Background: an optimization exercise with open tools, aiming at small area. Do not read the settings as production practice. The RTL was checked by simulation tests, not by an equivalence proof against the original design. No activity file was given, so power comes from the tool's default toggle rates.

## JK
Design pipelined_complex_mult, start of the top module:
module pipelined_complex_mult (
    input clk,                    
    input rst,                    
    input signed [7:0] a,         
    input signed [7:0] b,         
    input signed [7:0] c,         
    input signed [7:0] d,         
    output reg signed [16:0] real_out,  
    output reg signed [16:0] imag_out   
);
For scale: ~730 cells after synthesis, about 68 I/O pins, about 8700 sq um of cells after synthesis.
==> flow/config.mk <==
export PLATFORM = sky130hd
export DESIGN_NAME = pipelined_complex_mult
export DESIGN_NICKNAME = pipelined_complex_mult
export VERILOG_FILES = /design/flow/design.v
export SDC_FILE = /design/flow/constraint.sdc
export NUM_CORES = 4
export LEC_CHECK = 0
export CAP_MARGIN = 20
export CORE_MARGIN = 2
export CORE_UTILIZATION = 40
export CTS_BUF_LIST = sky130_fd_sc_hd__clkbuf_8
export GPL_TIMING_DRIVEN = 0
export SLEW_MARGIN = 20
export SYNTH_HIERARCHICAL = 1
==> flow/constraint.sdc <==
create_clock -name core_clock -period 5.0 [get_ports {clk}]
set_input_delay 1.0000 -clock core_clock [delete_from_list [all_inputs] [get_ports {clk}]]
set_output_delay 1.0000 -clock core_clock [all_outputs]
set_load 0.01 [all_outputs]
standard.sh (not shown) runs the stock make flow with config.mk's settings and CLKGATE_MAP_FILE= SYNTH_SCRIPT=/design/flow/synth_recipe.tcl, a recipe that flattens the netlist after the stock synthesis.
==> flow/flow/run.sh <==
#!/bin/bash
# The standard layout (standard.sh), with these ORFS settings changed:
#  - BUFFER_PORTS_ARGS: buffer_ports puts the smallest buffer,
#    sky130_fd_sc_hd__buf_1, on every input and output port instead of the
#    cell it picks by default (every port still gets its buffer);
#  - CTS_ARGS: the standard clock tree synthesis arguments plus
#    -dont_use_dummy_load (no dummy clock loads for balancing);
#  - REMOVE_ABC_BUFFERS: the floorplan step removes the buffers that ABC put
#    into the synthesized netlist and leaves buffering to the resizer.
# Each tool's full output is in the logs standard.sh writes under orfs/logs;
# this script's own output goes to run.log.
set -e
cd "$(dirname "$0")/.."
export BUFFER_PORTS_ARGS="-buffer_cell sky130_fd_sc_hd__buf_1"
export CTS_ARGS="-sink_clustering_enable -repair_clock_nets -dont_use_dummy_load -buf_list sky130_fd_sc_hd__clkbuf_8"
export REMOVE_ABC_BUFFERS=1
bash standard.sh > run.log 2>&1
Inputs modified between JK and MS:
diff --git a/flow/design.v b/flow/design.v
--- a/flow/design.v
+++ b/flow/design.v
@@ -26,42 +26,42 @@
         a3n <= ~(a2 & {8{v2}});
         b3n <= ~(b2 & {8{v2}});
     end
 end
 always @(posedge clk)
 begin
     a1 <= a; b1 <= b; c1 <= c; d1 <= d;
     a2 <= a1; b2 <= b1; c2 <= c1; d2 <= d1;
     c3_onen[0] <= ~(c2[0] ^ 1'b0);
     c3_twon[0] <= ~((c2[1] ^ c2[0]) & ~(c2[0] ^ 1'b0));
-    c3_neg[0] <= c2[1];
+    c3_neg[0] <= c2[1] & v2;
     c3_onen[1] <= ~(c2[2] ^ c2[1]);
     c3_twon[1] <= ~((c2[3] ^ c2[2]) & ~(c2[2] ^ c2[1]));
-    c3_neg[1] <= c2[3];
+    c3_neg[1] <= c2[3] & v2;
     c3_onen[2] <= ~(c2[4] ^ c2[3]);
     c3_twon[2] <= ~((c2[5] ^ c2[4]) & ~(c2[4] ^ c2[3]));
-    c3_neg[2] <= c2[5];
+    c3_neg[2] <= c2[5] & v2;
     c3_onen[3] <= ~(c2[6] ^ c2[5]);
     c3_twon[3] <= ~((c2[7] ^ c2[6]) & ~(c2[6] ^ c2[5]));
-    c3_neg[3] <= c2[7];
+    c3_neg[3] <= c2[7] & v2;
     d3_onen[0] <= ~(d2[0] ^ 1'b0);
     d3_twon[0] <= ~((d2[1] ^ d2[0]) & ~(d2[0] ^ 1'b0));
-    d3_neg[0] <= d2[1];
+    d3_neg[0] <= d2[1] & v2;
     d3_onen[1] <= ~(d2[2] ^ d2[1]);
     d3_twon[1] <= ~((d2[3] ^ d2[2]) & ~(d2[2] ^ d2[1]));
-    d3_neg[1] <= d2[3];
+    d3_neg[1] <= d2[3] & v2;
     d3_onen[2] <= ~(d2[4] ^ d2[3]);
     d3_twon[2] <= ~((d2[5] ^ d2[4]) & ~(d2[4] ^ d2[3]));
-    d3_neg[2] <= d2[5];
+    d3_neg[2] <= d2[5] & v2;
     d3_onen[3] <= ~(d2[6] ^ d2[5]);
     d3_twon[3] <= ~((d2[7] ^ d2[6]) & ~(d2[6] ^ d2[5]));
-    d3_neg[3] <= d2[7];
+    d3_neg[3] <= d2[7] & v2;
 end
 wire re_p1 = (a3n[0] | c3_onen[0]);
 wire re_p2 = ~(c3_neg[0] & (a3n[0] | c3_onen[0]));
 wire re_p3;
 wire re_p3_t;
 cm_oai22 u_re_p3_t (.a(a3n[1]), .b(c3_onen[0]), .c(a3n[0]), .d(c3_twon[0]), .y(re_p3_t));
 cm_xnor u_re_p3 (.x(re_p3_t), .y(c3_neg[0]), .s(re_p3));
 wire re_p4;
 wire re_p4_t;
 cm_oai22 u_re_p4_t (.a(a3n[2]), .b(c3_onen[0]), .c(a3n[1]), .d(c3_twon[0]), .y(re_p4_t));
==> run summary <==
- MS finished every step from synthesis to the final layout, and the layout passed the timing, design-rule and antenna checks.
- Relative to JK, the area of placed instances measured on MS has increased slightly.
- Synthesis-to-finish area growth for MS: 0.23 points up relative to JK
- Comparing MS and JK, the lower worst hold slack after final layout is on JK.
- Via count of the first global-routing pass, MS and JK: lower on MS
- MS vs. JK: count of TritonRoute iterations in the first routing pass decreased by 1 relative to the old numbers; met3 wire length increased by about 9% relative to the old numbers.
- Against JK, die outline area in MS came out worse.
- MS — share of the clock period used by the worst path 2.3 points higher, JK as reference
- Comparing MS with JK, the standby leakage power came out essentially unchanged.

## static timing again, ports no longer ideal
In the flow no input, the clock included, has a driving cell. The finished layouts below were timed again as built, in two steps.
Step 1 sets driving cells, clkbuf_16 on the clock port and buf_2 on the other inputs (assumed; they add their load-dependent delay and slew).
Step 2, shift: input delay + t, output delay - t, t = (earliest + latest rising clock arrival at the registers) / 2. This alone moves slack from input paths to output paths.
Slacks: no drivers / after step 1 / after step 2; pairs: no drivers / after step 1.
run | shift t [ns] | slack for setup (ns) | worst setup path at the end | latest minus earliest clock arrival (ns)
JK | 0.466 | 0.288 / 0.288 / 0.288 | register to register | 0.045 / 0.045
MS | 0.464 | 0.173 / 0.173 / 0.173 | register to register | 0.044 / 0.044
After both steps setup and hold are still met in every run listed.
